This is an optimization exercise on Yosys and OpenROAD, whose aim is small area, not a production implementation. Only simulation tests tie the RTL to the original design; equivalence was not proved.

==> flow/design.v, too long to show whole: its modules and the start of the top module <==
// module csm_fa: 4 lines
// module csm_ha: 4 lines
// module csm_hc: 4 lines
// module fir_csm: 1003 lines
module fir_csm #(
    parameter N = 16
)(
    input wire clk,
    input wire rst,
    input wire data_valid,
    input wire signed [15:0] x_in,
    output wire signed [31:0] y_out
);
  // ...
==> flow/run.sh <==
#!/bin/bash
# synth_recipe.tcl (not shown) runs the flow's synth.tcl, then flattens the netlist and writes it again
# the make line also repeats each setting of config.mk as NAME=value (left out here)
make -C /OpenROAD-flow-scripts/flow DESIGN_CONFIG=/design/flow/config.mk WORK_HOME=/design/flow/orfs CLKGATE_MAP_FILE= SYNTH_SCRIPT=/design/flow/synth_recipe.tcl finish
==> flow/config.mk <==
export PLATFORM = sky130hd
export DESIGN_NAME = fir_csm
export DESIGN_NICKNAME = fir_csm
export VERILOG_FILES = /design/flow/design.v
export SDC_FILE = /design/flow/constraint.sdc
export NUM_CORES = 4
export LEC_CHECK = 0
export CAP_MARGIN = 20
export CORE_MARGIN = 2
export CORE_UTILIZATION = 60
export CTS_BUF_LIST = sky130_fd_sc_hd__clkbuf_16
export CTS_CLUSTER_DIAMETER = 100
export CTS_CLUSTER_SIZE = 30
export PLACE_DENSITY = 0.75
export SLEW_MARGIN = 20
export SYNTH_HIERARCHICAL = 1
==> flow/constraint.sdc <==
create_clock -name core_clock -period 10.0 [get_ports {clk}]
set_input_delay 2.0000 -clock core_clock [delete_from_list [all_inputs] [get_ports {clk}]]
set_output_delay 2.0000 -clock core_clock [all_outputs]
set_load 0.01 [all_outputs]
==> results.txt, run 1 <==
WP data required=roughly 10 ns; CP peak stage delay=roughly 0.60 ns; reg2reg start=xc[7]; via count=between 8,000 and 9,000; Via density=5.44; clk tree area frac=~2.3%; Worst path slowest cell=fa_1; total global routing overflow=0; met3 wire length=1.03 mm; fmax=approximately 110 MHz; clock latency (worst-skew pair)=approximately 0.52 ns; Synth area leader=edfxtp_1; placed cell area=a little under 20,000 sq um; Routed Antenna Nets=0; Slew headroom=between 20 and 30%; Setup TNS=0 ns; Mapped Cells=1,179; met2 usage=34.0%; synthesized flop and latch total=between 300 and 400; Post-Synth XOR/XNOR Area=less than 1%; Layout Cell Area excl Fill=approximately 20,000 sq um; FFs w/ async S/R, synth=around 6.6%; status=no timing/DRC/antenna violations
==> run 2, diff against run 1 <==
==> flow/design.v (replaced) <==
`timescale 1ns / 1ps
module csm_fa (input wire a, input wire b, input wire c, output wire s, output wire co);
    assign s = a ^ b ^ c;
    assign co = (a & b) | (a & c) | (b & c);
endmodule
module csm_ha (input wire a, input wire b, output wire s, output wire co);
    assign s = a ^ b;
    assign co = a & b;
endmodule
module csm_hc (input wire a, input wire b, output wire s, output wire co);
    assign s = ~(a ^ b);
    assign co = a | b;
endmodule
`timescale 1ns / 1ps
module fir_csm #(
    parameter N = 16
)(
    input wire clk,
    input wire rst,
    input wire data_valid,
    input wire signed [15:0] x_in,
    output wire signed [31:0] y_out
);
    reg [15:0] xa, xb, xc;
    reg [3:0] cr;
    reg [15:1] a1;
    reg va, vb, vc;
    reg first;
    reg [16:0] yr;
    reg [16:0] r0;
    reg [16:0] r1;
    reg [16:0] r2;
    reg [16:0] r3;
    reg [16:0] r4;
    reg [16:0] r5;
    reg [16:0] r6;
    reg [16:0] r7;
    reg [15:0] r8;
    reg [14:0] r9;
    reg [12:0] r10;
    reg [12:0] r11;
    reg [10:0] r12;
    reg [10:0] r13;
    reg [8:0] r14;
    reg [7:0] r15;
    wire [15:0] x = xc;
    always @(posedge clk or posedge rst)
        if (rst) {va, vb, vc} <= 3'b000;
        else {va, vb, vc} <= {data_valid, va, vb};
    always @(posedge clk or posedge rst)
        if (rst) first <= 1'b1;
        else if (vc) first <= 1'b0;
    wire n1 = xb[0] & xb[1];
    wire n2 = (xb[1] & xb[2]) | (xb[1] & n1) | (xb[2] & n1);
    wire n3 = (xb[2] & xb[3]) | (xb[2] & n2) | (xb[3] & n2);
    wire n4 = (xb[3] & xb[4]) | (xb[3] & n3) | (xb[4] & n3);
    wire n5 = (xb[4] & xb[5]) | (xb[4] & n4) | (xb[5] & n4);
    wire n6 = (xb[5] & xb[6]) | (xb[5] & n5) | (xb[6] & n5);
    wire n7 = (xb[6] & xb[7]) | (xb[6] & n6) | (xb[7] & n6);
    wire n8 = (xb[7] & xb[8]) | (xb[7] & n7) | (xb[8] & n7);
    wire n9 = (xb[8] & xb[9]) | (xb[8] & n8) | (xb[9] & n8);
    wire n10 = (xb[9] & xb[10]) | (xb[9] & n9) | (xb[10] & n9);
    wire n11 = (xb[10] & xb[11]) | (xb[10] & n10) | (xb[11] & n10);
    wire n12 = (xb[11] & xb[12]) | (xb[11] & n11) | (xb[12] & n11);
    wire n13 = (xb[12] & xb[13]) | (xb[12] & n12) | (xb[13] & n12);
    wire n14 = xb[0] & xb[2];
    wire n15 = (xb[1] & xb[3]) | (xb[1] & n14) | (xb[3] & n14);
    wire n16 = (xb[2] & xb[4]) | (xb[2] & n15) | (xb[4] & n15);
    wire n17 = (xb[3] & xb[5]) | (xb[3] & n16) | (xb[5] & n16);
    wire n18 = (xb[4] & xb[6]) | (xb[4] & n17) | (xb[6] & n17);
    wire n19 = (xb[5] & xb[7]) | (xb[5] & n18) | (xb[7] & n18);
    wire n20 = (xb[6] & xb[8]) | (xb[6] & n19) | (xb[8] & n19);
    wire n21 = (xb[7] & xb[9]) | (xb[7] & n20) | (xb[9] & n20);
    wire n22 = (xb[8] & xb[10]) | (xb[8] & n21) | (xb[10] & n21);
    wire n23 = (xb[9] & xb[11]) | (xb[9] & n22) | (xb[11] & n22);
    wire n24, n25;
    csm_ha un24 (.a(xb[1]), .b(xb[2]), .s(n24), .co(n25));
    wire n26, n27;
    csm_fa un26 (.a(xb[2]), .b(xb[3]), .c(n25), .s(n26), .co(n27));
    wire n28, n29;
    csm_fa un28 (.a(xb[3]), .b(xb[4]), .c(n27), .s(n28), .co(n29));
    wire n30, n31;
    csm_fa un30 (.a(xb[4]), .b(xb[5]), .c(n29), .s(n30), .co(n31));
    wire n32, n33;
    csm_fa un32 (.a(xb[5]), .b(xb[6]), .c(n31), .s(n32), .co(n33));
    wire n34, n35;
    csm_fa un34 (.a(xb[6]), .b(xb[7]), .c(n33), .s(n34), .co(n35));
    wire n36, n37;
    csm_fa un36 (.a(xb[7]), .b(xb[8]), .c(n35), .s(n36), .co(n37));
    wire n38, n39;
    csm_fa un38 (.a(xb[8]), .b(xb[9]), .c(n37), .s(n38), .co(n39));
    wire n40, n41;
    csm_fa un40 (.a(xb[9]), .b(xb[10]), .c(n39), .s(n40), .co(n41));
    wire n42, n43;
    csm_fa un42 (.a(xb[10]), .b(xb[11]), .c(n41), .s(n42), .co(n43));
    wire n44, n45;
    csm_fa un44 (.a(xb[11]), .b(xb[12]), .c(n43), .s(n44), .co(n45));
    wire n46, n47;
    csm_fa un46 (.a(xb[12]), .b(xb[13]), .c(n45), .s(n46), .co(n47));
    wire n48, n49;
    csm_fa un48 (.a(xb[13]), .b(xb[14]), .c(n47), .s(n48), .co(n49));
    wire n50, n51;
    csm_fa un50 (.a(xb[14]), .b(xb[15]), .c(n49), .s(n50), .co(n51));
    wire n52, n53;
    csm_fa un52 (.a(xb[15]), .b(xb[15]), .c(n51), .s(n52), .co(n53));
    wire n54 = xb[15] ^ xb[15] ^ n53;
    wire [15:1] a1_nxt = {n54, n52, n50, n48, n46, n44, n42, n40, n38, n36, n34, n32, n30, n28, n26};
    wire n55 = xb[0] & n24;
    wire n56 = (xb[1] & n26) | (xb[1] & n55) | (n26 & n55);
    wire n57 = (xb[2] & n28) | (xb[2] & n56) | (n28 & n56);
    wire n58 = (xb[3] & n30) | (xb[3] & n57) | (n30 & n57);
    wire n59 = (xb[4] & n32) | (xb[4] & n58) | (n32 & n58);
    wire n60 = (xb[5] & n34) | (xb[5] & n59) | (n34 & n59);
    wire n61 = (xb[6] & n36) | (xb[6] & n60) | (n36 & n60);
    wire [3:0] c_nxt = {n61, n23, n13, n7};
    always @(posedge clk) begin
        xa <= x_in;
        xb <= xa;
        xc <= {xb[15:2], 2'b00};
        cr <= c_nxt;
        a1 <= a1_nxt;
    end
    wire n62, n63;
    csm_fa un62 (.a(x[7]), .b(x[8]), .c(cr[0]), .s(n62), .co(n63));
    wire n64, n65;
    csm_fa un64 (.a(x[8]), .b(x[9]), .c(n63), .s(n64), .co(n65));
    wire n66, n67;
    csm_fa un66 (.a(x[9]), .b(x[10]), .c(n65), .s(n66), .co(n67));
    wire n68, n69;
    csm_fa un68 (.a(x[10]), .b(x[11]), .c(n67), .s(n68), .co(n69));
    wire n70, n71;
    csm_fa un70 (.a(x[11]), .b(x[12]), .c(n69), .s(n70), .co(n71));
    wire n72, n73;
    csm_fa un72 (.a(x[12]), .b(x[13]), .c(n71), .s(n72), .co(n73));
    wire n74, n75;
    csm_fa un74 (.a(x[13]), .b(x[14]), .c(n73), .s(n74), .co(n75));
    wire n76, n77;
    csm_fa un76 (.a(x[14]), .b(~x[15]), .c(n75), .s(n76), .co(n77));
    wire n78, n79;
    csm_ha un78 (.a(~x[15]), .b(n77), .s(n78), .co(n79));
    wire n80, n81;
    csm_fa un80 (.a(x[7]), .b(a1[7]), .c(cr[3]), .s(n80), .co(n81));
    wire n82, n83;
    csm_fa un82 (.a(x[8]), .b(a1[8]), .c(n81), .s(n82), .co(n83));
    wire n84, n85;
    csm_fa un84 (.a(x[9]), .b(a1[9]), .c(n83), .s(n84), .co(n85));
    wire n86, n87;
    csm_fa un86 (.a(x[10]), .b(a1[10]), .c(n85), .s(n86), .co(n87));
    wire n88, n89;
    csm_fa un88 (.a(x[11]), .b(a1[11]), .c(n87), .s(n88), .co(n89));
    wire n90, n91;
    csm_fa un90 (.a(x[12]), .b(a1[12]), .c(n89), .s(n90), .co(n91));
    wire n92, n93;
    csm_fa un92 (.a(x[13]), .b(a1[13]), .c(n91), .s(n92), .co(n93));
    wire n94, n95;
    csm_fa un94 (.a(x[14]), .b(a1[14]), .c(n93), .s(n94), .co(n95));
    wire n96, n97;
    csm_fa un96 (.a(~x[15]), .b(~a1[15]), .c(n95), .s(n96), .co(n97));
    wire n98, n99;
    csm_fa un98 (.a(x[13]), .b(x[14]), .c(cr[1]), .s(n98), .co(n99));
    wire n100, n101;
    csm_ha un100 (.a(~x[15]), .b(n98), .s(n100), .co(n101));
    wire n102, n103;
    csm_fa un102 (.a(x[14]), .b(~x[15]), .c(n99), .s(n102), .co(n103));
    wire n104, n105;
    csm_ha un104 (.a(n101), .b(n102), .s(n104), .co(n105));
    wire n106, n107;
    csm_fa un106 (.a(~x[15]), .b(n103), .c(n105), .s(n106), .co(n107));
    wire n108, n109;
    csm_fa un108 (.a(x[9]), .b(x[11]), .c(x[14]), .s(n108), .co(n109));
    wire n110, n111;
    csm_fa un110 (.a(x[10]), .b(x[12]), .c(~x[15]), .s(n110), .co(n111));
    wire n112, n113;
    csm_ha un112 (.a(n109), .b(n110), .s(n112), .co(n113));
    wire n114, n115;
    csm_fa un114 (.a(x[11]), .b(x[13]), .c(n111), .s(n114), .co(n115));
    wire n116, n117;
    csm_ha un116 (.a(n113), .b(n114), .s(n116), .co(n117));
    wire n118, n119;
    csm_fa un118 (.a(x[12]), .b(x[14]), .c(n115), .s(n118), .co(n119));
    wire n120, n121;
    csm_ha un120 (.a(n117), .b(n118), .s(n120), .co(n121));
    wire n122, n123;
    csm_fa un122 (.a(x[13]), .b(~x[15]), .c(n119), .s(n122), .co(n123));
    wire n124, n125;
    csm_ha un124 (.a(n121), .b(n122), .s(n124), .co(n125));
    wire n126, n127;
    csm_fa un126 (.a(x[14]), .b(n123), .c(n125), .s(n126), .co(n127));
    wire n128, n129;
    csm_ha un128 (.a(~x[15]), .b(n127), .s(n128), .co(n129));
    wire n130, n131;
    csm_fa un130 (.a(x[9]), .b(a1[10]), .c(x[14]), .s(n130), .co(n131));
    wire n132, n133;
    csm_fa un132 (.a(x[10]), .b(a1[11]), .c(~x[15]), .s(n132), .co(n133));
    wire n134, n135;
    csm_ha un134 (.a(n131), .b(n132), .s(n134), .co(n135));
    wire n136, n137;
    csm_fa un136 (.a(x[11]), .b(a1[12]), .c(n133), .s(n136), .co(n137));
    wire n138, n139;
    csm_ha un138 (.a(n135), .b(n136), .s(n138), .co(n139));
    wire n140, n141;
    csm_fa un140 (.a(x[12]), .b(a1[13]), .c(n137), .s(n140), .co(n141));
    wire n142, n143;
    csm_ha un142 (.a(n139), .b(n140), .s(n142), .co(n143));
    wire n144, n145;
    csm_fa un144 (.a(x[13]), .b(a1[14]), .c(n141), .s(n144), .co(n145));
    wire n146, n147;
    csm_ha un146 (.a(n143), .b(n144), .s(n146), .co(n147));
    wire n148, n149;
    csm_fa un148 (.a(x[14]), .b(~a1[15]), .c(n145), .s(n148), .co(n149));
    wire n150, n151;
    csm_ha un150 (.a(n147), .b(n148), .s(n150), .co(n151));
    wire n152, n153;
    csm_fa un152 (.a(~x[15]), .b(n149), .c(n151), .s(n152), .co(n153));
    wire n154, n155;
    csm_fa un154 (.a(x[10]), .b(x[12]), .c(cr[2]), .s(n154), .co(n155));
    wire n156, n157;
    csm_fa un156 (.a(a1[13]), .b(~x[15]), .c(n62), .s(n156), .co(n157));
    wire n158, n159;
    csm_ha un158 (.a(n154), .b(n156), .s(n158), .co(n159));
    wire n160, n161;
    csm_fa un160 (.a(x[11]), .b(x[13]), .c(a1[14]), .s(n160), .co(n161));
    wire n162, n163;
    csm_fa un162 (.a(n155), .b(n160), .c(n64), .s(n162), .co(n163));
    wire n164, n165;
    csm_fa un164 (.a(n157), .b(n159), .c(n162), .s(n164), .co(n165));
    wire n166, n167;
    csm_fa un166 (.a(x[12]), .b(x[14]), .c(~a1[15]), .s(n166), .co(n167));
    wire n168, n169;
    csm_fa un168 (.a(n161), .b(n166), .c(n163), .s(n168), .co(n169));
    wire n170, n171;
    csm_fa un170 (.a(n66), .b(n168), .c(n165), .s(n170), .co(n171));
    wire n172, n173;
    csm_fa un172 (.a(x[13]), .b(~x[15]), .c(n167), .s(n172), .co(n173));
    wire n174, n175;
    csm_fa un174 (.a(n172), .b(n68), .c(n169), .s(n174), .co(n175));
    wire n176, n177;
    csm_ha un176 (.a(n174), .b(n171), .s(n176), .co(n177));
    wire n178, n179;
    csm_fa un178 (.a(x[14]), .b(n173), .c(n70), .s(n178), .co(n179));
    wire n180, n181;
    csm_fa un180 (.a(n175), .b(n177), .c(n178), .s(n180), .co(n181));
    wire n182, n183;
    csm_fa un182 (.a(~x[15]), .b(n72), .c(n179), .s(n182), .co(n183));
    wire n184, n185;
    csm_ha un184 (.a(n181), .b(n182), .s(n184), .co(n185));
    wire n186, n187;
    csm_fa un186 (.a(n74), .b(n183), .c(n185), .s(n186), .co(n187));
    wire n188, n189;
    csm_ha un188 (.a(n76), .b(n187), .s(n188), .co(n189));
    wire n190, n191;
    csm_ha un190 (.a(n78), .b(n189), .s(n190), .co(n191));
    wire n192 = n79 ^ n191;
    wire n193, n194;
    csm_ha un193 (.a(x[14]), .b(n86), .s(n193), .co(n194));
    wire n195, n196;
    csm_fa un195 (.a(~x[15]), .b(n194), .c(n88), .s(n195), .co(n196));
    wire n197, n198;
    csm_ha un197 (.a(n90), .b(n196), .s(n197), .co(n198));
    wire n199, n200;
    csm_ha un199 (.a(n198), .b(n92), .s(n199), .co(n200));
    wire n201, n202;
    csm_ha un201 (.a(n200), .b(n94), .s(n201), .co(n202));
    wire n203, n204;
    csm_ha un203 (.a(n202), .b(n96), .s(n203), .co(n204));
    wire n205 = n97 ^ n204;
    wire n206, n207;
    csm_fa un206 (.a(a1[4]), .b(a1[7]), .c(x[12]), .s(n206), .co(n207));
    wire n208, n209;
    csm_ha un208 (.a(n206), .b(n100), .s(n208), .co(n209));
    wire n210, n211;
    csm_fa un210 (.a(a1[5]), .b(a1[8]), .c(x[13]), .s(n210), .co(n211));
    wire n212, n213;
    csm_fa un212 (.a(n207), .b(n210), .c(n209), .s(n212), .co(n213));
    wire n214, n215;
    csm_ha un214 (.a(n104), .b(n212), .s(n214), .co(n215));
    wire n216, n217;
    csm_fa un216 (.a(a1[6]), .b(a1[9]), .c(x[14]), .s(n216), .co(n217));
    wire n218, n219;
    csm_fa un218 (.a(n211), .b(n216), .c(n213), .s(n218), .co(n219));
    wire n220, n221;
    csm_fa un220 (.a(n106), .b(n215), .c(n218), .s(n220), .co(n221));
    wire n222, n223;
    csm_fa un222 (.a(a1[7]), .b(a1[10]), .c(~x[15]), .s(n222), .co(n223));
    wire n224, n225;
    csm_fa un224 (.a(n217), .b(n222), .c(n107), .s(n224), .co(n225));
    wire n226, n227;
    csm_fa un226 (.a(n219), .b(n224), .c(n221), .s(n226), .co(n227));
    wire n228, n229;
    csm_fa un228 (.a(a1[8]), .b(a1[11]), .c(n223), .s(n228), .co(n229));
    wire n230, n231;
    csm_fa un230 (.a(n228), .b(n225), .c(n227), .s(n230), .co(n231));
    wire n232, n233;
    csm_fa un232 (.a(a1[9]), .b(a1[12]), .c(n229), .s(n232), .co(n233));
    wire n234, n235;
    csm_ha un234 (.a(n232), .b(n231), .s(n234), .co(n235));
    wire n236, n237;
    csm_fa un236 (.a(a1[10]), .b(a1[13]), .c(n233), .s(n236), .co(n237));
    wire n238, n239;
    csm_ha un238 (.a(n236), .b(n235), .s(n238), .co(n239));
    wire n240, n241;
    csm_fa un240 (.a(a1[11]), .b(a1[14]), .c(n237), .s(n240), .co(n241));
    wire n242, n243;
    csm_ha un242 (.a(n240), .b(n239), .s(n242), .co(n243));
    wire n244, n245;
    csm_fa un244 (.a(a1[12]), .b(~a1[15]), .c(n241), .s(n244), .co(n245));
    wire n246, n247;
    csm_ha un246 (.a(n244), .b(n243), .s(n246), .co(n247));
    wire n248, n249;
    csm_fa un248 (.a(a1[13]), .b(n245), .c(n247), .s(n248), .co(n249));
    wire n250, n251;
    csm_ha un250 (.a(a1[14]), .b(n249), .s(n250), .co(n251));
    wire n252 = ~a1[15] ^ n251;
    wire n253, n254;
    csm_fa un253 (.a(x[6]), .b(x[10]), .c(a1[13]), .s(n253), .co(n254));
    wire n255, n256;
    csm_ha un255 (.a(n80), .b(n253), .s(n255), .co(n256));
    wire n257, n258;
    csm_fa un257 (.a(x[7]), .b(x[11]), .c(a1[14]), .s(n257), .co(n258));
    wire n259, n260;
    csm_fa un259 (.a(n254), .b(n257), .c(n256), .s(n259), .co(n260));
    wire n261, n262;
    csm_ha un261 (.a(n82), .b(n259), .s(n261), .co(n262));
    wire n263, n264;
    csm_fa un263 (.a(x[8]), .b(x[12]), .c(~a1[15]), .s(n263), .co(n264));
    wire n265, n266;
    csm_fa un265 (.a(n258), .b(n263), .c(n260), .s(n265), .co(n266));
    wire n267, n268;
    csm_fa un267 (.a(n84), .b(n262), .c(n265), .s(n267), .co(n268));
    wire n269, n270;
    csm_fa un269 (.a(x[9]), .b(x[13]), .c(n264), .s(n269), .co(n270));
    wire n271, n272;
    csm_fa un271 (.a(n269), .b(n266), .c(n86), .s(n271), .co(n272));
    wire n273, n274;
    csm_ha un273 (.a(n268), .b(n271), .s(n273), .co(n274));
    wire n275, n276;
    csm_fa un275 (.a(x[10]), .b(x[14]), .c(n270), .s(n275), .co(n276));
    wire n277, n278;
    csm_fa un277 (.a(n275), .b(n88), .c(n272), .s(n277), .co(n278));
    wire n279, n280;
    csm_ha un279 (.a(n274), .b(n277), .s(n279), .co(n280));
    wire n281, n282;
    csm_fa un281 (.a(x[11]), .b(~x[15]), .c(n276), .s(n281), .co(n282));
    wire n283, n284;
    csm_fa un283 (.a(n281), .b(n90), .c(n278), .s(n283), .co(n284));
    wire n285, n286;
    csm_ha un285 (.a(n280), .b(n283), .s(n285), .co(n286));
    wire n287, n288;
    csm_fa un287 (.a(x[12]), .b(n282), .c(n92), .s(n287), .co(n288));
    wire n289, n290;
    csm_fa un289 (.a(n284), .b(n286), .c(n287), .s(n289), .co(n290));
    wire n291, n292;
    csm_fa un291 (.a(x[13]), .b(n94), .c(n288), .s(n291), .co(n292));
    wire n293, n294;
    csm_fa un293 (.a(n290), .b(n291), .c(n289), .s(n293), .co(n294));
    wire n295, n296;
    csm_fa un295 (.a(x[14]), .b(n96), .c(n292), .s(n295), .co(n296));
    wire n297, n298;
    csm_fa un297 (.a(n295), .b(n294), .c(n293), .s(n297), .co(n298));
    wire n299, n300;
    csm_fa un299 (.a(~x[15]), .b(n97), .c(n296), .s(n299), .co(n300));
    wire n301, n302;
    csm_fa un301 (.a(n299), .b(n298), .c(n297), .s(n301), .co(n302));
    wire n303 = n300 ^ n302 ^ n301;
    wire n304, n305;
    csm_fa un304 (.a(x[3]), .b(x[5]), .c(~x[15]), .s(n304), .co(n305));
    wire n306, n307;
    csm_fa un306 (.a(~x[15]), .b(n80), .c(n304), .s(n306), .co(n307));
    wire n308, n309;
    csm_fa un308 (.a(x[4]), .b(x[6]), .c(n305), .s(n308), .co(n309));
    wire n310, n311;
    csm_fa un310 (.a(n82), .b(n307), .c(n308), .s(n310), .co(n311));
    wire n312, n313;
    csm_fa un312 (.a(x[5]), .b(x[7]), .c(n309), .s(n312), .co(n313));
    wire n314, n315;
    csm_fa un314 (.a(n311), .b(n84), .c(n312), .s(n314), .co(n315));
    wire n316, n317;
    csm_fa un316 (.a(x[6]), .b(x[8]), .c(n313), .s(n316), .co(n317));
    wire n318, n319;
    csm_fa un318 (.a(n86), .b(n316), .c(n315), .s(n318), .co(n319));
    wire n320, n321;
    csm_fa un320 (.a(x[7]), .b(x[9]), .c(n317), .s(n320), .co(n321));
    wire n322, n323;
    csm_fa un322 (.a(n88), .b(n320), .c(n319), .s(n322), .co(n323));
    wire n324, n325;
    csm_fa un324 (.a(x[8]), .b(x[10]), .c(n321), .s(n324), .co(n325));
    wire n326, n327;
    csm_fa un326 (.a(n90), .b(n324), .c(n323), .s(n326), .co(n327));
    wire n328, n329;
    csm_fa un328 (.a(x[9]), .b(x[11]), .c(n325), .s(n328), .co(n329));
    wire n330, n331;
    csm_fa un330 (.a(n92), .b(n328), .c(n327), .s(n330), .co(n331));
    wire n332, n333;
    csm_fa un332 (.a(x[10]), .b(x[12]), .c(n329), .s(n332), .co(n333));
    wire n334, n335;
    csm_fa un334 (.a(n94), .b(n331), .c(n332), .s(n334), .co(n335));
    wire n336, n337;
    csm_fa un336 (.a(x[11]), .b(x[13]), .c(n333), .s(n336), .co(n337));
    wire n338, n339;
    csm_fa un338 (.a(n96), .b(n335), .c(n336), .s(n338), .co(n339));
    wire n340, n341;
    csm_fa un340 (.a(x[12]), .b(x[14]), .c(n97), .s(n340), .co(n341));
    wire n342, n343;
    csm_fa un342 (.a(n337), .b(n339), .c(n340), .s(n342), .co(n343));
    wire n344, n345;
    csm_fa un344 (.a(x[13]), .b(~x[15]), .c(n341), .s(n344), .co(n345));
    wire n346, n347;
    csm_ha un346 (.a(n343), .b(n344), .s(n346), .co(n347));
    wire n348, n349;
    csm_fa un348 (.a(x[14]), .b(n345), .c(n347), .s(n348), .co(n349));
    wire n350, n351;
    csm_ha un350 (.a(x[15]), .b(~n349), .s(n350), .co(n351));
    wire n352, n353;
    csm_fa un352 (.a(a1[1]), .b(x[6]), .c(n62), .s(n352), .co(n353));
    wire n354, n355;
    csm_ha un354 (.a(~n100), .b(~n352), .s(n354), .co(n355));
    wire n356, n357;
    csm_fa un356 (.a(a1[2]), .b(x[7]), .c(n64), .s(n356), .co(n357));
    wire n358, n359;
    csm_fa un358 (.a(n353), .b(n104), .c(n356), .s(n358), .co(n359));
    wire n360, n361;
    csm_ha un360 (.a(n355), .b(~n358), .s(n360), .co(n361));
    wire n362, n363;
    csm_fa un362 (.a(a1[3]), .b(x[8]), .c(n357), .s(n362), .co(n363));
    wire n364, n365;
    csm_fa un364 (.a(n66), .b(n106), .c(n362), .s(n364), .co(n365));
    wire n366, n367;
    csm_fa un366 (.a(n359), .b(~n361), .c(n364), .s(n366), .co(n367));
    wire n368, n369;
    csm_fa un368 (.a(a1[4]), .b(x[9]), .c(n107), .s(n368), .co(n369));
    wire n370, n371;
    csm_fa un370 (.a(n68), .b(n363), .c(n368), .s(n370), .co(n371));
    wire n372, n373;
    csm_fa un372 (.a(n365), .b(n370), .c(n367), .s(n372), .co(n373));
    wire n374, n375;
    csm_fa un374 (.a(a1[5]), .b(x[10]), .c(n369), .s(n374), .co(n375));
    wire n376, n377;
    csm_fa un376 (.a(n70), .b(n371), .c(n374), .s(n376), .co(n377));
    wire n378, n379;
    csm_ha un378 (.a(~n376), .b(~n373), .s(n378), .co(n379));
    wire n380, n381;
    csm_fa un380 (.a(a1[6]), .b(x[11]), .c(n375), .s(n380), .co(n381));
    wire n382, n383;
    csm_fa un382 (.a(n72), .b(n377), .c(n380), .s(n382), .co(n383));
    wire n384, n385;
    csm_ha un384 (.a(n382), .b(~n379), .s(n384), .co(n385));
    wire n386, n387;
    csm_fa un386 (.a(a1[7]), .b(x[12]), .c(n381), .s(n386), .co(n387));
    wire n388, n389;
    csm_fa un388 (.a(n74), .b(n383), .c(n386), .s(n388), .co(n389));
    wire n390, n391;
    csm_ha un390 (.a(n388), .b(n385), .s(n390), .co(n391));
    wire n392, n393;
    csm_fa un392 (.a(a1[8]), .b(x[13]), .c(n387), .s(n392), .co(n393));
    wire n394, n395;
    csm_fa un394 (.a(n76), .b(n389), .c(n392), .s(n394), .co(n395));
    wire n396, n397;
    csm_ha un396 (.a(~n391), .b(~n394), .s(n396), .co(n397));
    wire n398, n399;
    csm_fa un398 (.a(a1[9]), .b(x[14]), .c(n78), .s(n398), .co(n399));
    wire n400, n401;
    csm_fa un400 (.a(n393), .b(n398), .c(n395), .s(n400), .co(n401));
    wire n402, n403;
    csm_ha un402 (.a(~n397), .b(n400), .s(n402), .co(n403));
    wire n404, n405;
    csm_fa un404 (.a(a1[10]), .b(~x[15]), .c(n79), .s(n404), .co(n405));
    wire n406, n407;
    csm_fa un406 (.a(n399), .b(n404), .c(n401), .s(n406), .co(n407));
    wire n408, n409;
    csm_ha un408 (.a(n403), .b(n406), .s(n408), .co(n409));
    wire n410, n411;
    csm_fa un410 (.a(a1[11]), .b(n405), .c(n407), .s(n410), .co(n411));
    wire n412, n413;
    csm_ha un412 (.a(n409), .b(n410), .s(n412), .co(n413));
    wire n414, n415;
    csm_fa un414 (.a(a1[12]), .b(n411), .c(n413), .s(n414), .co(n415));
    wire n416, n417;
    csm_fa un416 (.a(a1[13]), .b(n415), .c(n414), .s(n416), .co(n417));
    wire n418, n419;
    csm_ha un418 (.a(a1[14]), .b(n417), .s(n418), .co(n419));
    wire n420 = ~a1[15] ^ n419;
    wire [16:0] m1 = {(r1[16] & ~first), (r1[15] | first), (r1[14] | first), (r1[13] | first), (r1[12] | first), (r1[11] | first), (r1[10] | first), (r1[9] | first), (r1[8] | first), (r1[7] & ~first), (r1[6] | first), (r1[5] | first), (r1[4] & ~first), (r1[3] & ~first), (r1[2] & ~first), (r1[1] | first), (r1[0] | first)};
    wire [16:0] m2 = {(r2[16] & ~first), (r2[15] | first), (r2[14] | first), (r2[13] | first), (r2[12] | first), (r2[11] | first), (r2[10] | first), (r2[9] | first), (r2[8] | first), (r2[7] & ~first), (r2[6] & ~first), (r2[5] & ~first), (r2[4] | first), (r2[3] & ~first), (r2[2] & ~first), (r2[1] & ~first), (r2[0] | first)};
    wire [16:0] m3 = {(r3[16] & ~first), (r3[15] | first), (r3[14] | first), (r3[13] | first), (r3[12] | first), (r3[11] | first), (r3[10] | first), (r3[9] & ~first), (r3[8] | first), (r3[7] & ~first), (~r3[6] | first), (~r3[5] | first), (~r3[4] & ~first), (~r3[3] & ~first), (~r3[2] | first), (~r3[1] & ~first), (r3[0] & ~first)};
    wire [16:0] m4 = {(r4[16] & ~first), (r4[15] | first), (r4[14] | first), (r4[13] | first), (r4[12] | first), (~r4[11] | first), (r4[10] | first), (r4[9] & ~first), (r4[8] | first), (r4[7] & ~first), (r4[6] & ~first), (r4[5] | first), (r4[4] & ~first), (r4[3] & ~first), (r4[2] | first), (r4[1] | first), (r4[0] | first)};
    wire [16:0] m5 = {(r5[16] & ~first), (r5[15] | first), (r5[14] | first), (r5[13] | first), (r5[12] | first), (r5[11] & ~first), (~r5[10] | first), (~r5[9] | first), (~r5[8] & ~first), (~r5[7] & ~first), (~r5[6] & ~first), (~r5[5] | first), (~r5[4] | first), (~r5[3] & ~first), (~r5[2] | first), (~r5[1] | first), (r5[0] | first)};
    wire [16:0] m6 = {(r6[16] & ~first), (r6[15] | first), (r6[14] | first), (~r6[13] | first), (~r6[12] | first), (r6[11] & ~first), (r6[10] & ~first), (r6[9] | first), (r6[8] & ~first), (r6[7] & ~first), (r6[6] & ~first), (r6[5] & ~first), (r6[4] | first), (r6[3] | first), (r6[2] | first), (r6[1] & ~first), (r6[0] & ~first)};
    wire [16:0] m7 = {(r7[16] & ~first), (r7[15] | first), (r7[14] | first), (r7[13] & ~first), (r7[12] & ~first), (r7[11] | first), (r7[10] | first), (r7[9] & ~first), (r7[8] & ~first), (r7[7] & ~first), (r7[6] & ~first), (r7[5] & ~first), (r7[4] | first), (r7[3] | first), (r7[2] & ~first), (r7[1] | first), (r7[0] & ~first)};
    wire [15:0] m8 = {(r8[15] | first), (r8[14] & ~first), (r8[13] & ~first), (r8[12] & ~first), (~r8[11] & ~first), (~r8[10] & ~first), (~r8[9] & ~first), (~r8[8] & ~first), (~r8[7] & ~first), (~r8[6] & ~first), (~r8[5] & ~first), (~r8[4] & ~first), (~r8[3] & ~first), (~r8[2] & ~first), (~r8[1] & ~first), (r8[0] & ~first)};
    wire [14:0] m9 = {(r9[14] & ~first), (r9[13] | first), (~r9[12] | first), (r9[11] & ~first), (r9[10] & ~first), (r9[9] | first), (r9[8] | first), (r9[7] | first), (r9[6] | first), (r9[5] | first), (r9[4] & ~first), (r9[3] & ~first), (r9[2] | first), (r9[1] | first), (r9[0] & ~first)};
    wire [12:0] m10 = {(r10[12] & ~first), (r10[11] | first), (r10[10] | first), (r10[9] & ~first), (r10[8] | first), (r10[7] | first), (~r10[6] | first), (~r10[5] | first), (~r10[4] & ~first), (~r10[3] & ~first), (~r10[2] | first), (~r10[1] & ~first), (r10[0] & ~first)};
    wire [12:0] m11 = {(r11[12] & ~first), (r11[11] | first), (~r11[10] & ~first), (~r11[9] & ~first), (~r11[8] | first), (~r11[7] | first), (r11[6] | first), (r11[5] & ~first), (r11[4] & ~first), (r11[3] | first), (r11[2] & ~first), (r11[1] & ~first), (r11[0] | first)};
    wire [10:0] m12 = {(r12[10] & ~first), (r12[9] | first), (r12[8] & ~first), (r12[7] | first), (~r12[6] | first), (~r12[5] & ~first), (~r12[4] | first), (~r12[3] | first), (~r12[2] & ~first), (~r12[1] & ~first), (r12[0] | first)};
    wire [10:0] m13 = {(r13[10] & ~first), (r13[9] | first), (r13[8] & ~first), (r13[7] | first), (r13[6] & ~first), (r13[5] & ~first), (r13[4] | first), (r13[3] | first), (r13[2] | first), (r13[1] & ~first), (r13[0] & ~first)};
    wire [8:0] m14 = {(r14[8] & ~first), (r14[7] | first), (r14[6] | first), (r14[5] | first), (r14[4] & ~first), (r14[3] | first), (r14[2] | first), (r14[1] | first), (r14[0] | first)};
    wire [7:0] m15 = {(~r15[7] | first), (~r15[6] & ~first), (~r15[5] & ~first), (~r15[4] | first), (~r15[3] | first), (~r15[2] | first), (~r15[1] & ~first), (~r15[0] | first)};
    wire [7:0] s15 = {n153, n152, n150, n146, n142, n138, n134, n130};
    wire n421, n422;
    csm_ha un421 (.a(m15[0]), .b(n108), .s(n421), .co(n422));
    wire n423, n424;
    csm_fa un423 (.a(m15[1]), .b(n422), .c(n112), .s(n423), .co(n424));
    wire n425, n426;
    csm_fa un425 (.a(m15[2]), .b(n116), .c(n424), .s(n425), .co(n426));
    wire n427, n428;
    csm_fa un427 (.a(m15[3]), .b(n120), .c(n426), .s(n427), .co(n428));
    wire n429, n430;
    csm_fa un429 (.a(m15[4]), .b(n124), .c(n428), .s(n429), .co(n430));
    wire n431, n432;
    csm_fa un431 (.a(m15[5]), .b(n430), .c(n126), .s(n431), .co(n432));
    wire n433, n434;
    csm_fa un433 (.a(m15[6]), .b(n128), .c(n432), .s(n433), .co(n434));
    wire n435, n436;
    csm_fa un435 (.a(m15[7]), .b(n129), .c(n434), .s(n435), .co(n436));
    wire [8:0] s14 = {n436, n435, n433, n431, n429, n427, n425, n423, n421};
    wire n437, n438;
    csm_ha un437 (.a(m14[0]), .b(n158), .s(n437), .co(n438));
    wire n439, n440;
    csm_fa un439 (.a(m14[1]), .b(n438), .c(n164), .s(n439), .co(n440));
    wire n441, n442;
    csm_fa un441 (.a(m14[2]), .b(n170), .c(n440), .s(n441), .co(n442));
    wire n443, n444;
    csm_fa un443 (.a(m14[3]), .b(n176), .c(n442), .s(n443), .co(n444));
    wire n445, n446;
    csm_fa un445 (.a(m14[4]), .b(n180), .c(n444), .s(n445), .co(n446));
    wire n447, n448;
    csm_fa un447 (.a(m14[5]), .b(n184), .c(n446), .s(n447), .co(n448));
    wire n449, n450;
    csm_fa un449 (.a(m14[6]), .b(n186), .c(n448), .s(n449), .co(n450));
    wire n451, n452;
    csm_fa un451 (.a(m14[7]), .b(n188), .c(n450), .s(n451), .co(n452));
    wire n453, n454;
    csm_fa un453 (.a(m14[8]), .b(n190), .c(n452), .s(n453), .co(n454));
    wire n455, n456;
    csm_ha un455 (.a(n192), .b(n454), .s(n455), .co(n456));
    wire [10:0] s13 = {n456, n455, n453, n451, n449, n447, n445, n443, n441, n439, n437};
    wire n457, n458;
    csm_ha un457 (.a(m13[0]), .b(~n193), .s(n457), .co(n458));
    wire n459, n460;
    csm_fa un459 (.a(~m13[1]), .b(~n458), .c(n195), .s(n459), .co(n460));
    wire n461, n462;
    csm_fa un461 (.a(~m13[2]), .b(n197), .c(n460), .s(n461), .co(n462));
    wire n463, n464;
    csm_fa un463 (.a(~m13[3]), .b(n199), .c(n462), .s(n463), .co(n464));
    wire n465, n466;
    csm_fa un465 (.a(~m13[4]), .b(n201), .c(n464), .s(n465), .co(n466));
    wire n467, n468;
    csm_fa un467 (.a(~m13[5]), .b(n203), .c(n466), .s(n467), .co(n468));
    wire n469, n470;
    csm_fa un469 (.a(~m13[6]), .b(n205), .c(n468), .s(n469), .co(n470));
    wire n471, n472;
    csm_ha un471 (.a(m13[7]), .b(~n470), .s(n471), .co(n472));
    wire n473, n474;
    csm_ha un473 (.a(m13[8]), .b(n472), .s(n473), .co(n474));
    wire n475, n476;
    csm_ha un475 (.a(m13[9]), .b(n474), .s(n475), .co(n476));
    wire n477 = m13[10] ^ n476;
    wire [10:0] s12 = {n477, n475, n473, n471, n469, n467, n465, n463, n461, n459, n457};
    wire n478, n479;
    csm_ha un478 (.a(m12[0]), .b(~n208), .s(n478), .co(n479));
    wire n480, n481;
    csm_fa un480 (.a(m12[1]), .b(n479), .c(~n214), .s(n480), .co(n481));
    wire n482, n483;
    csm_fa un482 (.a(m12[2]), .b(n481), .c(~n220), .s(n482), .co(n483));
    wire n484, n485;
    csm_fa un484 (.a(m12[3]), .b(~n226), .c(n483), .s(n484), .co(n485));
    wire n486, n487;
    csm_fa un486 (.a(m12[4]), .b(~n230), .c(n485), .s(n486), .co(n487));
    wire n488, n489;
    csm_fa un488 (.a(m12[5]), .b(~n234), .c(n487), .s(n488), .co(n489));
    wire n490, n491;
    csm_fa un490 (.a(m12[6]), .b(~n238), .c(n489), .s(n490), .co(n491));
    wire n492, n493;
    csm_fa un492 (.a(~m12[7]), .b(n242), .c(~n491), .s(n492), .co(n493));
    wire n494, n495;
    csm_fa un494 (.a(~m12[8]), .b(n246), .c(n493), .s(n494), .co(n495));
    wire n496, n497;
    csm_fa un496 (.a(~m12[9]), .b(n248), .c(n495), .s(n496), .co(n497));
    wire n498, n499;
    csm_fa un498 (.a(~m12[10]), .b(n250), .c(n497), .s(n498), .co(n499));
    wire n500, n501;
    csm_ha un500 (.a(~n252), .b(~n499), .s(n500), .co(n501));
    wire [12:0] s11 = {n501, n500, n498, n496, n494, n492, n490, n488, n486, n484, n482, n480, n478};
    wire n502, n503;
    csm_ha un502 (.a(m11[0]), .b(~n255), .s(n502), .co(n503));
    wire n504, n505;
    csm_fa un504 (.a(~m11[1]), .b(~n503), .c(n261), .s(n504), .co(n505));
    wire n506, n507;
    csm_fa un506 (.a(~m11[2]), .b(n505), .c(n267), .s(n506), .co(n507));
    wire n508, n509;
    csm_fa un508 (.a(~m11[3]), .b(n273), .c(n507), .s(n508), .co(n509));
    wire n510, n511;
    csm_fa un510 (.a(~m11[4]), .b(n279), .c(n509), .s(n510), .co(n511));
    wire n512, n513;
    csm_fa un512 (.a(~m11[5]), .b(n285), .c(n511), .s(n512), .co(n513));
    wire n514, n515;
    csm_fa un514 (.a(~m11[6]), .b(n513), .c(~n289), .s(n514), .co(n515));
    wire n516, n517;
    csm_fa un516 (.a(m11[7]), .b(n293), .c(~n515), .s(n516), .co(n517));
    wire n518, n519;
    csm_fa un518 (.a(m11[8]), .b(n297), .c(n517), .s(n518), .co(n519));
    wire n520, n521;
    csm_fa un520 (.a(m11[9]), .b(n301), .c(n519), .s(n520), .co(n521));
    wire n522, n523;
    csm_fa un522 (.a(m11[10]), .b(n303), .c(n521), .s(n522), .co(n523));
    wire n524, n525;
    csm_ha un524 (.a(m11[11]), .b(n523), .s(n524), .co(n525));
    wire n526 = m11[12] ^ n525;
    wire [12:0] s10 = {n526, n524, n522, n520, n518, n516, n514, n512, n510, n508, n506, n504, n502};
    wire n527, n528;
    csm_ha un527 (.a(m10[0]), .b(n306), .s(n527), .co(n528));
    wire n529, n530;
    csm_fa un529 (.a(m10[1]), .b(n528), .c(n310), .s(n529), .co(n530));
    wire n531, n532;
    csm_fa un531 (.a(m10[2]), .b(n314), .c(n530), .s(n531), .co(n532));
    wire n533, n534;
    csm_fa un533 (.a(m10[3]), .b(n318), .c(n532), .s(n533), .co(n534));
    wire n535, n536;
    csm_fa un535 (.a(m10[4]), .b(n322), .c(n534), .s(n535), .co(n536));
    wire n537, n538;
    csm_fa un537 (.a(m10[5]), .b(n326), .c(n536), .s(n537), .co(n538));
    wire n539, n540;
    csm_fa un539 (.a(m10[6]), .b(n330), .c(n538), .s(n539), .co(n540));
    wire n541, n542;
    csm_fa un541 (.a(m10[7]), .b(n334), .c(n540), .s(n541), .co(n542));
    wire n543, n544;
    csm_fa un543 (.a(m10[8]), .b(n338), .c(n542), .s(n543), .co(n544));
    wire n545, n546;
    csm_fa un545 (.a(m10[9]), .b(n342), .c(n544), .s(n545), .co(n546));
    wire n547, n548;
    csm_fa un547 (.a(m10[10]), .b(n346), .c(n546), .s(n547), .co(n548));
    wire n549, n550;
    csm_fa un549 (.a(m10[11]), .b(n348), .c(n548), .s(n549), .co(n550));
    wire n551, n552;
    csm_fa un551 (.a(~m10[12]), .b(n350), .c(~n550), .s(n551), .co(n552));
    wire n553, n554;
    csm_ha un553 (.a(~n351), .b(~n552), .s(n553), .co(n554));
    wire [14:0] s9 = {n554, n553, n551, n549, n547, n545, n543, n541, n539, n537, n535, n533, n531, n529, n527};
    wire n555, n556;
    csm_ha un555 (.a(m9[0]), .b(~n354), .s(n555), .co(n556));
    wire n557, n558;
    csm_fa un557 (.a(~m9[1]), .b(~n556), .c(n360), .s(n557), .co(n558));
    wire n559, n560;
    csm_fa un559 (.a(~m9[2]), .b(n558), .c(~n366), .s(n559), .co(n560));
    wire n561, n562;
    csm_fa un561 (.a(~m9[3]), .b(~n372), .c(n560), .s(n561), .co(n562));
    wire n563, n564;
    csm_fa un563 (.a(~m9[4]), .b(n378), .c(n562), .s(n563), .co(n564));
    wire n565, n566;
    csm_fa un565 (.a(~m9[5]), .b(~n384), .c(n564), .s(n565), .co(n566));
    wire n567, n568;
    csm_fa un567 (.a(~m9[6]), .b(~n390), .c(n566), .s(n567), .co(n568));
    wire n569, n570;
    csm_fa un569 (.a(~m9[7]), .b(n396), .c(n568), .s(n569), .co(n570));
    wire n571, n572;
    csm_fa un571 (.a(~m9[8]), .b(~n402), .c(n570), .s(n571), .co(n572));
    wire n573, n574;
    csm_fa un573 (.a(~m9[9]), .b(~n408), .c(n572), .s(n573), .co(n574));
    wire n575, n576;
    csm_fa un575 (.a(~m9[10]), .b(~n412), .c(n574), .s(n575), .co(n576));
    wire n577, n578;
    csm_fa un577 (.a(~m9[11]), .b(n414), .c(n576), .s(n577), .co(n578));
    wire n579, n580;
    csm_fa un579 (.a(m9[12]), .b(n416), .c(~n578), .s(n579), .co(n580));
    wire n581, n582;
    csm_fa un581 (.a(m9[13]), .b(n418), .c(n580), .s(n581), .co(n582));
    wire n583, n584;
    csm_fa un583 (.a(m9[14]), .b(n420), .c(n582), .s(n583), .co(n584));
    wire [15:0] s8 = {n584, n583, n581, n579, n577, n575, n573, n571, n569, n567, n565, n563, n561, n559, n557, n555};
    wire n585, n586;
    csm_ha un585 (.a(m8[0]), .b(~n354), .s(n585), .co(n586));
    wire n587, n588;
    csm_fa un587 (.a(m8[1]), .b(n586), .c(~n360), .s(n587), .co(n588));
    wire n589, n590;
    csm_fa un589 (.a(m8[2]), .b(n588), .c(n366), .s(n589), .co(n590));
    wire n591, n592;
    csm_fa un591 (.a(m8[3]), .b(n372), .c(n590), .s(n591), .co(n592));
    wire n593, n594;
    csm_fa un593 (.a(m8[4]), .b(~n378), .c(n592), .s(n593), .co(n594));
    wire n595, n596;
    csm_fa un595 (.a(m8[5]), .b(n384), .c(n594), .s(n595), .co(n596));
    wire n597, n598;
    csm_fa un597 (.a(m8[6]), .b(n390), .c(n596), .s(n597), .co(n598));
    wire n599, n600;
    csm_fa un599 (.a(m8[7]), .b(~n396), .c(n598), .s(n599), .co(n600));
    wire n601, n602;
    csm_fa un601 (.a(m8[8]), .b(n402), .c(n600), .s(n601), .co(n602));
    wire n603, n604;
    csm_fa un603 (.a(m8[9]), .b(n408), .c(n602), .s(n603), .co(n604));
    wire n605, n606;
    csm_fa un605 (.a(m8[10]), .b(n412), .c(n604), .s(n605), .co(n606));
    wire n607, n608;
    csm_fa un607 (.a(m8[11]), .b(~n414), .c(n606), .s(n607), .co(n608));
    wire n609, n610;
    csm_fa un609 (.a(m8[12]), .b(n416), .c(n608), .s(n609), .co(n610));
    wire n611, n612;
    csm_fa un611 (.a(m8[13]), .b(n418), .c(n610), .s(n611), .co(n612));
    wire n613, n614;
    csm_fa un613 (.a(m8[14]), .b(n420), .c(n612), .s(n613), .co(n614));
    wire n615, n616;
    csm_ha un615 (.a(m8[15]), .b(n614), .s(n615), .co(n616));
    wire [16:0] s7 = {n616, n615, n613, n611, n609, n607, n605, n603, n601, n599, n597, n595, n593, n591, n589, n587, n585};
    wire n617, n618;
    csm_ha un617 (.a(m7[0]), .b(n306), .s(n617), .co(n618));
    wire n619, n620;
    csm_fa un619 (.a(m7[1]), .b(n618), .c(n310), .s(n619), .co(n620));
    wire n621, n622;
    csm_fa un621 (.a(m7[2]), .b(n314), .c(n620), .s(n621), .co(n622));
    wire n623, n624;
    csm_fa un623 (.a(m7[3]), .b(n318), .c(n622), .s(n623), .co(n624));
    wire n625, n626;
    csm_fa un625 (.a(m7[4]), .b(n322), .c(n624), .s(n625), .co(n626));
    wire n627, n628;
    csm_fa un627 (.a(m7[5]), .b(n326), .c(n626), .s(n627), .co(n628));
    wire n629, n630;
    csm_fa un629 (.a(m7[6]), .b(n330), .c(n628), .s(n629), .co(n630));
    wire n631, n632;
    csm_fa un631 (.a(m7[7]), .b(n334), .c(n630), .s(n631), .co(n632));
    wire n633, n634;
    csm_fa un633 (.a(m7[8]), .b(n338), .c(n632), .s(n633), .co(n634));
    wire n635, n636;
    csm_fa un635 (.a(m7[9]), .b(n342), .c(n634), .s(n635), .co(n636));
    wire n637, n638;
    csm_fa un637 (.a(m7[10]), .b(n346), .c(n636), .s(n637), .co(n638));
    wire n639, n640;
    csm_fa un639 (.a(m7[11]), .b(n348), .c(n638), .s(n639), .co(n640));
    wire n641, n642;
    csm_fa un641 (.a(~m7[12]), .b(n350), .c(~n640), .s(n641), .co(n642));
    wire n643, n644;
    csm_fa un643 (.a(~m7[13]), .b(n351), .c(n642), .s(n643), .co(n644));
    wire n645, n646;
    csm_ha un645 (.a(m7[14]), .b(~n644), .s(n645), .co(n646));
    wire n647, n648;
    csm_ha un647 (.a(m7[15]), .b(n646), .s(n647), .co(n648));
    wire n649 = m7[16] ^ n648;
    wire [16:0] s6 = {n649, n647, n645, n643, n641, n639, n637, n635, n633, n631, n629, n627, n625, n623, n621, n619, n617};
    wire n650, n651;
    csm_ha un650 (.a(m6[0]), .b(~n255), .s(n650), .co(n651));
    wire n652, n653;
    csm_fa un652 (.a(~m6[1]), .b(~n651), .c(n261), .s(n652), .co(n653));
    wire n654, n655;
    csm_fa un654 (.a(~m6[2]), .b(n653), .c(n267), .s(n654), .co(n655));
    wire n656, n657;
    csm_fa un656 (.a(~m6[3]), .b(n273), .c(n655), .s(n656), .co(n657));
    wire n658, n659;
    csm_fa un658 (.a(~m6[4]), .b(n279), .c(n657), .s(n658), .co(n659));
    wire n660, n661;
    csm_fa un660 (.a(~m6[5]), .b(n285), .c(n659), .s(n660), .co(n661));
    wire n662, n663;
    csm_fa un662 (.a(~m6[6]), .b(n661), .c(~n289), .s(n662), .co(n663));
    wire n664, n665;
    csm_fa un664 (.a(~m6[7]), .b(~n293), .c(n663), .s(n664), .co(n665));
    wire n666, n667;
    csm_fa un666 (.a(~m6[8]), .b(~n297), .c(n665), .s(n666), .co(n667));
    wire n668, n669;
    csm_fa un668 (.a(~m6[9]), .b(~n301), .c(n667), .s(n668), .co(n669));
    wire n670, n671;
    csm_fa un670 (.a(~m6[10]), .b(~n303), .c(n669), .s(n670), .co(n671));
    wire n672, n673;
    csm_ha un672 (.a(m6[11]), .b(~n671), .s(n672), .co(n673));
    wire n674, n675;
    csm_ha un674 (.a(m6[12]), .b(n673), .s(n674), .co(n675));
    wire n676, n677;
    csm_ha un676 (.a(m6[13]), .b(n675), .s(n676), .co(n677));
    wire n678, n679;
    csm_ha un678 (.a(m6[14]), .b(n677), .s(n678), .co(n679));
    wire n680, n681;
    csm_ha un680 (.a(m6[15]), .b(n679), .s(n680), .co(n681));
    wire n682 = m6[16] ^ n681;
    wire [16:0] s5 = {n682, n680, n678, n676, n674, n672, n670, n668, n666, n664, n662, n660, n658, n656, n654, n652, n650};
    wire n683, n684;
    csm_ha un683 (.a(m5[0]), .b(~n208), .s(n683), .co(n684));
    wire n685, n686;
    csm_fa un685 (.a(m5[1]), .b(n684), .c(~n214), .s(n685), .co(n686));
    wire n687, n688;
    csm_fa un687 (.a(m5[2]), .b(n686), .c(~n220), .s(n687), .co(n688));
    wire n689, n690;
    csm_fa un689 (.a(m5[3]), .b(~n226), .c(n688), .s(n689), .co(n690));
    wire n691, n692;
    csm_fa un691 (.a(m5[4]), .b(~n230), .c(n690), .s(n691), .co(n692));
    wire n693, n694;
    csm_fa un693 (.a(m5[5]), .b(~n234), .c(n692), .s(n693), .co(n694));
    wire n695, n696;
    csm_fa un695 (.a(m5[6]), .b(~n238), .c(n694), .s(n695), .co(n696));
    wire n697, n698;
    csm_fa un697 (.a(m5[7]), .b(~n242), .c(n696), .s(n697), .co(n698));
    wire n699, n700;
    csm_fa un699 (.a(m5[8]), .b(~n246), .c(n698), .s(n699), .co(n700));
    wire n701, n702;
    csm_fa un701 (.a(m5[9]), .b(~n248), .c(n700), .s(n701), .co(n702));
    wire n703, n704;
    csm_fa un703 (.a(m5[10]), .b(~n250), .c(n702), .s(n703), .co(n704));
    wire n705, n706;
    csm_fa un705 (.a(~m5[11]), .b(n252), .c(~n704), .s(n705), .co(n706));
    wire n707, n708;
    csm_ha un707 (.a(m5[12]), .b(~n706), .s(n707), .co(n708));
    wire n709, n710;
    csm_ha un709 (.a(m5[13]), .b(n708), .s(n709), .co(n710));
    wire n711, n712;
    csm_ha un711 (.a(m5[14]), .b(n710), .s(n711), .co(n712));
    wire n713, n714;
    csm_ha un713 (.a(m5[15]), .b(n712), .s(n713), .co(n714));
    wire n715 = m5[16] ^ n714;
    wire [16:0] s4 = {n715, n713, n711, n709, n707, n705, n703, n701, n699, n697, n695, n693, n691, n689, n687, n685, n683};
    wire n716, n717;
    csm_ha un716 (.a(m4[0]), .b(~n193), .s(n716), .co(n717));
    wire n718, n719;
    csm_fa un718 (.a(~m4[1]), .b(~n717), .c(n195), .s(n718), .co(n719));
    wire n720, n721;
    csm_fa un720 (.a(~m4[2]), .b(n197), .c(n719), .s(n720), .co(n721));
    wire n722, n723;
    csm_fa un722 (.a(~m4[3]), .b(n199), .c(n721), .s(n722), .co(n723));
    wire n724, n725;
    csm_fa un724 (.a(~m4[4]), .b(n201), .c(n723), .s(n724), .co(n725));
    wire n726, n727;
    csm_fa un726 (.a(~m4[5]), .b(n203), .c(n725), .s(n726), .co(n727));
    wire n728, n729;
    csm_fa un728 (.a(~m4[6]), .b(n205), .c(n727), .s(n728), .co(n729));
    wire n730, n731;
    csm_ha un730 (.a(m4[7]), .b(~n729), .s(n730), .co(n731));
    wire n732, n733;
    csm_ha un732 (.a(m4[8]), .b(n731), .s(n732), .co(n733));
    wire n734, n735;
    csm_ha un734 (.a(m4[9]), .b(n733), .s(n734), .co(n735));
    wire n736, n737;
    csm_ha un736 (.a(m4[10]), .b(n735), .s(n736), .co(n737));
    wire n738, n739;
    csm_ha un738 (.a(m4[11]), .b(n737), .s(n738), .co(n739));
    wire n740, n741;
    csm_ha un740 (.a(m4[12]), .b(n739), .s(n740), .co(n741));
    wire n742, n743;
    csm_ha un742 (.a(m4[13]), .b(n741), .s(n742), .co(n743));
    wire n744, n745;
    csm_ha un744 (.a(m4[14]), .b(n743), .s(n744), .co(n745));
    wire n746, n747;
    csm_ha un746 (.a(m4[15]), .b(n745), .s(n746), .co(n747));
    wire n748 = m4[16] ^ n747;
    wire [16:0] s3 = {n748, n746, n744, n742, n740, n738, n736, n734, n732, n730, n728, n726, n724, n722, n720, n718, n716};
    wire n749, n750;
    csm_ha un749 (.a(m3[0]), .b(n158), .s(n749), .co(n750));
    wire n751, n752;
    csm_fa un751 (.a(m3[1]), .b(n750), .c(n164), .s(n751), .co(n752));
    wire n753, n754;
    csm_fa un753 (.a(m3[2]), .b(n170), .c(n752), .s(n753), .co(n754));
    wire n755, n756;
    csm_fa un755 (.a(m3[3]), .b(n176), .c(n754), .s(n755), .co(n756));
    wire n757, n758;
    csm_fa un757 (.a(m3[4]), .b(n180), .c(n756), .s(n757), .co(n758));
    wire n759, n760;
    csm_fa un759 (.a(m3[5]), .b(n184), .c(n758), .s(n759), .co(n760));
    wire n761, n762;
    csm_fa un761 (.a(m3[6]), .b(n186), .c(n760), .s(n761), .co(n762));
    wire n763, n764;
    csm_fa un763 (.a(m3[7]), .b(n188), .c(n762), .s(n763), .co(n764));
    wire n765, n766;
    csm_fa un765 (.a(m3[8]), .b(n190), .c(n764), .s(n765), .co(n766));
    wire n767, n768;
    csm_fa un767 (.a(m3[9]), .b(n192), .c(n766), .s(n767), .co(n768));
    wire n769, n770;
    csm_ha un769 (.a(m3[10]), .b(n768), .s(n769), .co(n770));
    wire n771, n772;
    csm_ha un771 (.a(m3[11]), .b(n770), .s(n771), .co(n772));
    wire n773, n774;
    csm_ha un773 (.a(m3[12]), .b(n772), .s(n773), .co(n774));
    wire n775, n776;
    csm_ha un775 (.a(m3[13]), .b(n774), .s(n775), .co(n776));
    wire n777, n778;
    csm_ha un777 (.a(m3[14]), .b(n776), .s(n777), .co(n778));
    wire n779, n780;
    csm_ha un779 (.a(m3[15]), .b(n778), .s(n779), .co(n780));
    wire n781 = m3[16] ^ n780;
    wire [16:0] s2 = {n781, n779, n777, n775, n773, n771, n769, n767, n765, n763, n761, n759, n757, n755, n753, n751, n749};
    wire n782, n783;
    csm_ha un782 (.a(m2[0]), .b(n108), .s(n782), .co(n783));
    wire n784, n785;
    csm_fa un784 (.a(m2[1]), .b(n783), .c(n112), .s(n784), .co(n785));
    wire n786, n787;
    csm_fa un786 (.a(m2[2]), .b(n116), .c(n785), .s(n786), .co(n787));
    wire n788, n789;
    csm_fa un788 (.a(m2[3]), .b(n120), .c(n787), .s(n788), .co(n789));
    wire n790, n791;
    csm_fa un790 (.a(m2[4]), .b(n124), .c(n789), .s(n790), .co(n791));
    wire n792, n793;
    csm_fa un792 (.a(m2[5]), .b(n791), .c(n126), .s(n792), .co(n793));
    wire n794, n795;
    csm_fa un794 (.a(m2[6]), .b(n128), .c(n793), .s(n794), .co(n795));
    wire n796, n797;
    csm_fa un796 (.a(m2[7]), .b(n129), .c(n795), .s(n796), .co(n797));
    wire n798, n799;
    csm_ha un798 (.a(m2[8]), .b(n797), .s(n798), .co(n799));
    wire n800, n801;
    csm_ha un800 (.a(m2[9]), .b(n799), .s(n800), .co(n801));
    wire n802, n803;
    csm_ha un802 (.a(m2[10]), .b(n801), .s(n802), .co(n803));
    wire n804, n805;
    csm_ha un804 (.a(m2[11]), .b(n803), .s(n804), .co(n805));
    wire n806, n807;
    csm_ha un806 (.a(m2[12]), .b(n805), .s(n806), .co(n807));
    wire n808, n809;
    csm_ha un808 (.a(m2[13]), .b(n807), .s(n808), .co(n809));
    wire n810, n811;
    csm_ha un810 (.a(m2[14]), .b(n809), .s(n810), .co(n811));
    wire n812, n813;
    csm_ha un812 (.a(m2[15]), .b(n811), .s(n812), .co(n813));
    wire n814 = m2[16] ^ n813;
    wire [16:0] s1 = {n814, n812, n810, n808, n806, n804, n802, n800, n798, n796, n794, n792, n790, n788, n786, n784, n782};
    wire n815, n816;
    csm_ha un815 (.a(m1[0]), .b(~n130), .s(n815), .co(n816));
    wire n817, n818;
    csm_fa un817 (.a(~m1[1]), .b(n134), .c(~n816), .s(n817), .co(n818));
    wire n819, n820;
    csm_fa un819 (.a(~m1[2]), .b(n138), .c(n818), .s(n819), .co(n820));
    wire n821, n822;
    csm_fa un821 (.a(~m1[3]), .b(n142), .c(n820), .s(n821), .co(n822));
    wire n823, n824;
    csm_fa un823 (.a(~m1[4]), .b(n146), .c(n822), .s(n823), .co(n824));
    wire n825, n826;
    csm_fa un825 (.a(~m1[5]), .b(n150), .c(n824), .s(n825), .co(n826));
    wire n827, n828;
    csm_fa un827 (.a(~m1[6]), .b(n152), .c(n826), .s(n827), .co(n828));
    wire n829, n830;
    csm_fa un829 (.a(~m1[7]), .b(n153), .c(n828), .s(n829), .co(n830));
    wire n831, n832;
    csm_ha un831 (.a(m1[8]), .b(~n830), .s(n831), .co(n832));
    wire n833, n834;
    csm_ha un833 (.a(m1[9]), .b(n832), .s(n833), .co(n834));
    wire n835, n836;
    csm_ha un835 (.a(m1[10]), .b(n834), .s(n835), .co(n836));
    wire n837, n838;
    csm_ha un837 (.a(m1[11]), .b(n836), .s(n837), .co(n838));
    wire n839, n840;
    csm_ha un839 (.a(m1[12]), .b(n838), .s(n839), .co(n840));
    wire n841, n842;
    csm_ha un841 (.a(m1[13]), .b(n840), .s(n841), .co(n842));
    wire n843, n844;
    csm_ha un843 (.a(m1[14]), .b(n842), .s(n843), .co(n844));
    wire n845, n846;
    csm_ha un845 (.a(m1[15]), .b(n844), .s(n845), .co(n846));
    wire n847 = m1[16] ^ n846;
    wire [16:0] s0 = {n847, n845, n843, n841, n839, n837, n835, n833, n831, n829, n827, n825, n823, n821, n819, n817, n815};
    always @(posedge clk)
        if (vc) begin
            r0 <= s0;
            r1 <= s1;
            r2 <= s2;
            r3 <= s3;
            r4 <= s4;
            r5 <= s5;
            r6 <= s6;
            r7 <= s7;
            r8 <= s8;
            r9 <= s9;
            r10 <= s10;
            r11 <= s11;
            r12 <= s12;
            r13 <= s13;
            r14 <= s14;
            r15 <= s15;
        end
    always @(posedge clk or posedge rst)
        if (rst) yr <= 17'd0;
        else if (vc) yr <= first ? 17'd0 : (r0 ^ 17'b10000000011111110);
    assign y_out = {{15{yr[16]}}, yr};
endmodule
==> flow/flow/run.sh (new file) <==
#!/bin/bash
# The standard layout (standard.sh: ORFS synthesis to finish, unchanged
# synthesis), except that the buffers ORFS puts on every input and output
# port are made from the smallest buffer cell. Tool output goes to standard.log.
set -o pipefail
export BUFFER_PORTS_ARGS="-buffer_cell sky130_fd_sc_hd__buf_1"
bash standard.sh > standard.log 2>&1
==> flow/standard.sh (new file) <==
#!/bin/bash
# synth_recipe.tcl (not shown) runs the flow's synth.tcl, then flattens the netlist and writes it again
# the make line also repeats each setting of config.mk as NAME=value (left out here)
make -C /OpenROAD-flow-scripts/flow DESIGN_CONFIG=/design/flow/config.mk WORK_HOME=/design/flow/orfs CLKGATE_MAP_FILE= SYNTH_SCRIPT=/design/flow/synth_recipe.tcl "${@:-finish}"
==> flow/config.mk (replaced) <==
export PLATFORM = sky130hd
export DESIGN_NAME = fir_csm
export DESIGN_NICKNAME = fir_csm
export VERILOG_FILES = /design/flow/design.v
export SDC_FILE = /design/flow/constraint.sdc
export NUM_CORES = 4
export LEC_CHECK = 0
export ABC_AREA = 1
export CAP_MARGIN = 20
export CORE_MARGIN = 2
export CORE_UTILIZATION = 75
export CTS_BUF_LIST = sky130_fd_sc_hd__clkbuf_8
export CTS_CLUSTER_DIAMETER = 60
export CTS_CLUSTER_SIZE = 20
export PLACE_DENSITY = 0.85
export SLEW_MARGIN = 20
export SYNTH_HIERARCHICAL = 1
removed: flow/run.sh
==> run 2 against run 1 <==
- still clean
- register-to-register slack better by 0.16 ns
- non-clock buffer count shrank 2
- clock skew is essentially flat
- sequential share of layout area up 1.7 points
- critical path type unchanged
- critical endpoint unchanged
==> results.txt, run 2 <==
syn nets=1,638; most frequent cells in the layout=fa_1 (288), edfxtp_1 (232), inv_1 (133), ha_1 (113), nand2_1 (106); number of gates resized after CTS=0; clk slew on worst S/H paths=around 0.11 ns; Cell Chain, Critical Path=fa_1 -> fa_1 -> fa_1 -> fa_1 -> fa_1 -> fa_1 -> fa_1 -> fa_1 -> fa_1 -> fa_1 -> fa_1 -> fa_1 -> fa_1 -> fa_1 -> fa_1 -> fa_1 -> fa_1 -> fa_1 -> fa_1 -> ha_1; Synth top cells by count=fa_1 (288), edfxtp_1 (232), inv_1 (132); Synth Flop Type=edfxtp_1; WP data required=10.34 ns (+0.07 ns); pin slew with the least headroom to its limit=roughly 1.1 ns; Crit Path Max Fanout=7; most used cell, CP=fa_1; # fillers=1,290; I/O pins=slightly above 50; Placer Congestion=approximately 0.85; multiplexer area fraction after synthesis=0%; R2R setup slack=just over 1 ns; Via density=5.65 (+3.9%); sequential-to-total area share from yosys stat=~48%; crit path launch type=flop; reg2reg start=xc[8]; fmax=111 MHz (+1.8%); commonest non-fill, non-tap cell in the layout=fa_1; hold depth=0; crit path DAT=a little over 9 ns; clock latency (worst-skew pair)=0.59 ns (+0.07 ns); Post-Route WL=32.3 mm; Setup crit start=xc[8]; total global routing overflow=0 (unchanged); gr usage total=a little over a quarter; post-layout util=around 80%; met3 wire length=2.15 mm (+110%); Root Buffer=clkbuf_8; vias in the first global route=10,400; CP peak stage delay=0.51 ns (-0.09 ns); area grow syn2layout=5.92%; Setup TNS=0 ns (unchanged); count of cell types in the netlist=24; max cap viols=0; count leader, synth=fa_1; synthesized flop and latch total=317 (-0.94%); Post-Synth Simple-Gate Area=~6.7%; Setup WS pre-CTS=~1.0 ns; CTS tree=built; largest net degree at the start of global routing=between 100 and 150; drc violations=0; post-CTS setup buffer count=0; Layout Cells excl Fill=about 1,600; reg2reg end=r7[15]; Slew headroom=29.8% (+0.67 points); yosys warns=7; total CTS buffers=26; synthesized cell area=between 15,000 and 20,000 sq um; top post-synthesis cells by area=edfxtp_1 (38%), fa_1 (32%), ha_1 (7.8%); chip height=roughly 160 um; initial antenna violation count=0; Buffers on Ports=50; Clock Skew=around 0.030 ns; largest family of logic cells by synthesized area=adder cells; iteration count of the initial detailed-routing pass=5; Final HPWL DP=24.0 mm; r2r worst-path depth=20; FFs w/ async S/R, synth=6.62% (+0.062 points); syn avg cell area=15.0 sq um; antenna cells=0; worst hold path class=reg -> reg; Setup crit end kind=flop; top-area cell type share of the netlist area=38.3%; Initial DRC Count=between 700 and 800; Initial Util=75.5%; Sink Count=about 320; Clock Tree Buf Depth=3; die area=25,500 sq um; EDFF count, synth=between 200 and 250; Reg area=about 8800 sq um; htree depth=1; placed instance count=1,559; final setup fails=0; Routed Antenna Nets=0 (unchanged); Synth area leader=edfxtp_1; status=no timing/DRC/antenna violations; Synth Area in Compound Gates=roughly 1.0%; WS Path Type=reg -> reg; Post-Synth XOR/XNOR Area=0.721% (+0.071 points); max-slew violations=0; unrepaired setup endpoints after global routing=false; Tmin final=roughly 9.0 ns; Worst path slowest cell=fa_1; Mapped Cells=1,218 (+3.3%); first-pass GRT wire length=53.3 mm; via count=9,073 (+3.1%); hold_buf cts=0; WL met1=between 10 and 15 mm; highest metal used=met4; Die X-Extent=~160 um; WL/cell=20.1 um; count of final hold-check violations=0
-- run 2: metal layers --
| metal | vias up | track usage [%] |
|---|---|---|
| met5 | - | 0 |
| met4 | 0 | 7.13 |
| met3 | 60 | 5.56 |
| met2 | 277 | 46.5 |
| met1 | 4722 | 37.6 |
| li1 | 4014 | - |
-- run 2: layout make-up --
type,instances,area share (%)
multi-input combinational,727,45.2
clock buffer,28,2.00
timing repair buffer,59,1.39
clock inverter,19,1.21
sequential,317,45.5
inverter,132,2.57
tap,324,2.10
-- run 2: worst max-delay path by stage --
stage,endpoint
global placement,r7[15]
finish,r7[15]
detailed placement,r7[15]
CTS,r7[15]
floorplan,r7[15]
global route,r7[15]
-- run 2: cells by family (layout without fill, tap and decap cells) --
logic type	count (synthesis)	after routing
flip-flops	317	317
buffers and inverters	174	238
AO/OA/AOI/OAI	33	33
XOR/XNOR	15	15
AND/OR/NAND/NOR	278	278
adder cells (fa/ha/maj)	401	401
-- run 2: worst max-delay path, delay by kind of cell (launching register included) --
family	cells	cell delay (ns)
fa+ha+maj	20	8.25
flops	1	0.49
-- run 2: Yosys stat by module (local to each module, per instance) --
module	cells inside	times used
fir_csm	817	1
csm_fa	1	288
csm_ha	1	113
-- run 2: metrics by stage --
step           hold slack, ns  area [sq um]
3_5_place_dp            0.312         18700
2_1_floorplan           0.310         18200
4_1_cts                 0.336         19300
6_report                0.336         19300
3_3_place_gp            0.310         18700
5_1_grt                 0.340         19300

## separate check: timing with driven ports
The results above use ideal ports. As a check the final layouts listed here were re-extracted and re-timed, cells and wires unchanged.
Step 1 (the two cells are an assumption about what drives the block):
set clk [get_ports {clk}]
set_driving_cell -lib_cell sky130_fd_sc_hd__clkbuf_16 $clk
set_driving_cell -lib_cell sky130_fd_sc_hd__buf_2 [delete_from_list [all_inputs] $clk]
Step 2 moves the port delays by t, midway between the first and last clock arrival at a register: inputs arrive t later, outputs are due t later. That takes back most of the time a late clock gives input paths.
a / b / c = no drivers / after step 1 / after step 2; a / b = the first two.
run	t, ns	slack for setup (ns)	worst setup path after step 2	worst register clock-pin slew, ns	worst data-port slew with drivers (ns)
run 1	0.560	0.865 / 0.865 / 0.865	register to register	0.12 / 0.12	0.03
run 2	0.623	1.025 / 1.025 / 1.025	register to register	0.12 / 0.12	0.03
After both steps every run listed still meets setup and hold.
